Source: an optimization exercise on an open RTL-to-GDS flow (aim: small area, a short achievable clock period and few clock cycles per item). Production flows keep margins and buffers that such runs may drop.
Where RTL was checked, it was by simulation tests only, not by an equivalence proof against the original.

==> module exponential, before the edit <==
module exponential(input clk, rst, start, input [15:0] x,
                   output done, output [1:0] intpart, output [15:0] fracpart);
  reg  [8:1]  s;           
  wire        idle = ~|s;
  reg  [15:0] u;
  reg  [17:0] r;
  reg  [7:0]  xone, xtwo, xneg;    
  reg         x15;
  always @(posedge clk or posedge rst)
    if (rst) s <= 8'b0;
    else     s <= {s[7:1], idle & start};
  assign done = idle;
  function ge(input [15:0] v, input [15:0] k);
    integer i;
    reg q;
    begin
      q = 1'b1;
      for (i = 0; i < 16; i = i + 1)
        q = k[i] ? (v[i] & q) : (v[i] | q);
      ge = q;
    end
  endfunction
  function [23:0] enc(input [15:0] v);
    integer i;
    reg [16:0] e;
    reg [7:0] o, t, n;
    begin
      e = {v, 1'b0};
      for (i = 0; i < 8; i = i + 1) begin
        o[i] = e[2*i+1] ^ e[2*i];
        t[i] = (e[2*i+2] & ~e[2*i+1] & ~e[2*i]) | (~e[2*i+2] & e[2*i+1] & e[2*i]);
        n[i] = e[2*i+2];
      end
      enc = {o, t, n};
    end
  endfunction
  wire [7:0] eone, etwo, eneg;
  assign {eone, etwo, eneg} = enc(x);
  wire [11:0] g;
  assign g[0] = ge(x, 16'd46904);
  assign g[1] = ge(x, 16'd51031);
  assign g[2] = ge(x, 16'd53627);
  assign g[3] = ge(x, 16'd55899);
  assign g[4] = ge(x, 16'd57544);
  assign g[5] = ge(x, 16'd58980);
  assign g[6] = ge(x, 16'd60309);
  assign g[7] = ge(x, 16'd61357);
  assign g[8] = ge(x, 16'd62481);
  assign g[9] = ge(x, 16'd63365);
  assign g[10] = ge(x, 16'd64192);
  assign g[11] = ge(x, 16'd64957);
  reg [17:0] r0g;
  always @* begin
    casez (g)
      12'b1???????????: r0g = 18'h0FFFF + 18'd13;
      12'b01??????????: r0g = 18'h0FFFF + 18'd12;
      12'b001?????????: r0g = 18'h0FFFF + 18'd11;
      12'b0001????????: r0g = 18'h0FFFF + 18'd10;
      12'b00001???????: r0g = 18'h0FFFF + 18'd8;
      12'b000001??????: r0g = 18'h0FFFF + 18'd7;
      12'b0000001?????: r0g = 18'h0FFFF + 18'd6;
      12'b00000001????: r0g = 18'h0FFFF + 18'd5;
      12'b000000001???: r0g = 18'h0FFFF + 18'd4;
      12'b0000000001??: r0g = 18'h0FFFF + 18'd3;
      12'b00000000001?: r0g = 18'h0FFFF + 18'd2;
      12'b000000000001: r0g = 18'h0FFFF + 18'd1;
      default:          r0g = 18'h0FFFF;
    endcase
  end
  wire [15:0] t0 = x - 16'd2;
  wire [17:0] r0 = |x[15:1] ? r0g : {17'b0, ~x[0]};
  localparam [23:0] E5 = enc(16'h5555), E3 = enc(16'h3333), E2 = enc(16'h2AAA);
  wire [7:0] one = xone, two = xtwo, neg = xneg;
  wire       d8  = x15;
  wire [15:0] b = u;
  wire [15:0] hi;
  mul16hi mul(.b(b), .one(one), .two(two), .neg(neg), .d8(d8), .hi(hi));
  wire [17:0] sum = r + {2'b0, b};
  wire nxt_idle = s[8] | (idle & ~start);
  always @(posedge clk) begin
    {xone, xtwo, xneg} <= s[2] ? E5 : s[5] ? E3 : s[7] ? E2 : nxt_idle ? 24'b0 : {eone, etwo, eneg};
    x15 <= nxt_idle | (~(s[2] | s[5] | s[7]) & x[15]);
    u <= (idle & start) ? t0 : s[1] ? {1'b0, hi[15:1]} : s[4] ? {2'b0, hi[15:2]} : hi;
    if (idle & start) r <= r0;
    else if (s[1] | s[2] | s[4] | s[5] | s[7]) r <= sum;
  end
  assign {intpart, fracpart} = sum;
endmodule
clock: 9.0 ns
lec_check: 0
cap_margin: 20
core_margin: 2
core_utilization: 40
setup_slack_margin: 3
slew_margin: 20
run.sh (not shown) runs the stock make flow with config.mk's settings and CLKGATE_MAP_FILE= SYNTH_SCRIPT=/design/flow/synth_recipe.tcl, a recipe that flattens the netlist after the stock synthesis.
The starting point completed without violations.
Testbench counts at the start, summed over its fixed seeds: cycles 72,000, items 8,000.
Next try:
--- a/flow/design.v
+++ b/flow/design.v
@@ -330,43 +330,45 @@
   assign g[6] = ge(x, 16'd60309);
   assign g[7] = ge(x, 16'd61357);
   assign g[8] = ge(x, 16'd62481);
   assign g[9] = ge(x, 16'd63365);
   assign g[10] = ge(x, 16'd64192);
   assign g[11] = ge(x, 16'd64957);
-  reg [17:0] r0g;
+  reg [17:0] r0;
   always @* begin
     casez (g)
-      12'b1???????????: r0g = 18'h0FFFF + 18'd13;
-      12'b01??????????: r0g = 18'h0FFFF + 18'd12;
-      12'b001?????????: r0g = 18'h0FFFF + 18'd11;
-      12'b0001????????: r0g = 18'h0FFFF + 18'd10;
-      12'b00001???????: r0g = 18'h0FFFF + 18'd8;
-      12'b000001??????: r0g = 18'h0FFFF + 18'd7;
-      12'b0000001?????: r0g = 18'h0FFFF + 18'd6;
-      12'b00000001????: r0g = 18'h0FFFF + 18'd5;
-      12'b000000001???: r0g = 18'h0FFFF + 18'd4;
-      12'b0000000001??: r0g = 18'h0FFFF + 18'd3;
-      12'b00000000001?: r0g = 18'h0FFFF + 18'd2;
-      12'b000000000001: r0g = 18'h0FFFF + 18'd1;
-      default:          r0g = 18'h0FFFF;
+      12'b1???????????: r0 = 18'h0FFFF + 18'd13;
+      12'b01??????????: r0 = 18'h0FFFF + 18'd12;
+      12'b001?????????: r0 = 18'h0FFFF + 18'd11;
+      12'b0001????????: r0 = 18'h0FFFF + 18'd10;
+      12'b00001???????: r0 = 18'h0FFFF + 18'd8;
+      12'b000001??????: r0 = 18'h0FFFF + 18'd7;
+      12'b0000001?????: r0 = 18'h0FFFF + 18'd6;
+      12'b00000001????: r0 = 18'h0FFFF + 18'd5;
+      12'b000000001???: r0 = 18'h0FFFF + 18'd4;
+      12'b0000000001??: r0 = 18'h0FFFF + 18'd3;
+      12'b00000000001?: r0 = 18'h0FFFF + 18'd2;
+      12'b000000000001: r0 = 18'h0FFFF + 18'd1;
+      default:          r0 = 18'h0FFFF;
     endcase
   end
-  wire [15:0] t0 = x - 16'd2;
-  wire [17:0] r0 = |x[15:1] ? r0g : {17'b0, ~x[0]};
+  wire [15:0] t0 = |x[15:1] ? x - 16'd2 : 16'd0;
   localparam [23:0] E5 = enc(16'h5555), E3 = enc(16'h3333), E2 = enc(16'h2AAA);
   wire [7:0] one = xone, two = xtwo, neg = xneg;
   wire       d8  = x15;
   wire [15:0] b = u;
   wire [15:0] hi;
   mul16hi mul(.b(b), .one(one), .two(two), .neg(neg), .d8(d8), .hi(hi));
   wire [17:0] sum = r + {2'b0, b};
-  wire nxt_idle = s[8] | (idle & ~start);
   always @(posedge clk) begin
-    {xone, xtwo, xneg} <= s[2] ? E5 : s[5] ? E3 : s[7] ? E2 : nxt_idle ? 24'b0 : {eone, etwo, eneg};
-    x15 <= nxt_idle | (~(s[2] | s[5] | s[7]) & x[15]);
-    u <= (idle & start) ? t0 : s[1] ? {1'b0, hi[15:1]} : s[4] ? {2'b0, hi[15:2]} : hi;
-    if (idle & start) r <= r0;
-    else if (s[1] | s[2] | s[4] | s[5] | s[7]) r <= sum;
+    {xone, xtwo, xneg} <= s[2] ? E5 : s[5] ? E3 : s[7] ? E2 : {eone, etwo, eneg};
+    x15 <= ~(s[2] | s[5] | s[7]) & x[15];
+    if (idle & start) begin
+      u <= t0;
+      r <= r0;
+    end else if (~idle) begin
+      u <= s[1] ? {1'b0, hi[15:1]} : s[4] ? {2'b0, hi[15:2]} : hi;
+      if (s[1] | s[2] | s[4] | s[5] | s[7]) r <= sum;
+    end
   end
   assign {intpart, fracpart} = sum;
 endmodule
After rerunning:
- area after synthesis rises slightly
- utilization rises by 1.5 points
- maximum frequency falls slightly
- design area rises by a few percent
No functional check of the RTL was part of the second run of this note.

## what the ideal ports hide
Ports are ideal in the flow. The routed layouts listed here were re-timed in OpenROAD. Step 1, drivers: a clkbuf_16 drives clk and a buf_2 each remaining input, both assumed. Step 2 adds t to the input delays and takes it off the output delays; t is the mean of the earliest and latest rising clock arrival at the registers after step 1. Input paths then give back, and output paths get back, about the clock's delay inside the block. Three values: ideal ports, drivers, drivers and shift; two values: the first two.
| run | shift t [ns] | setup WS [ns] | worst hold slack (ns) | slew at the worst register clock pin (ns) |
|---|---|---|---|---|
| the first run | 0.387 | 3.275 / 3.275 / 3.275 | 0.379 / 0.379 / 0.379 | 0.07 / 0.07 |
| the second run | 0.358 | 3.205 / 3.168 / 3.348 | 0.368 / 0.368 / 0.368 | 0.06 / 0.06 |
After both steps setup and hold are still met in every run listed.
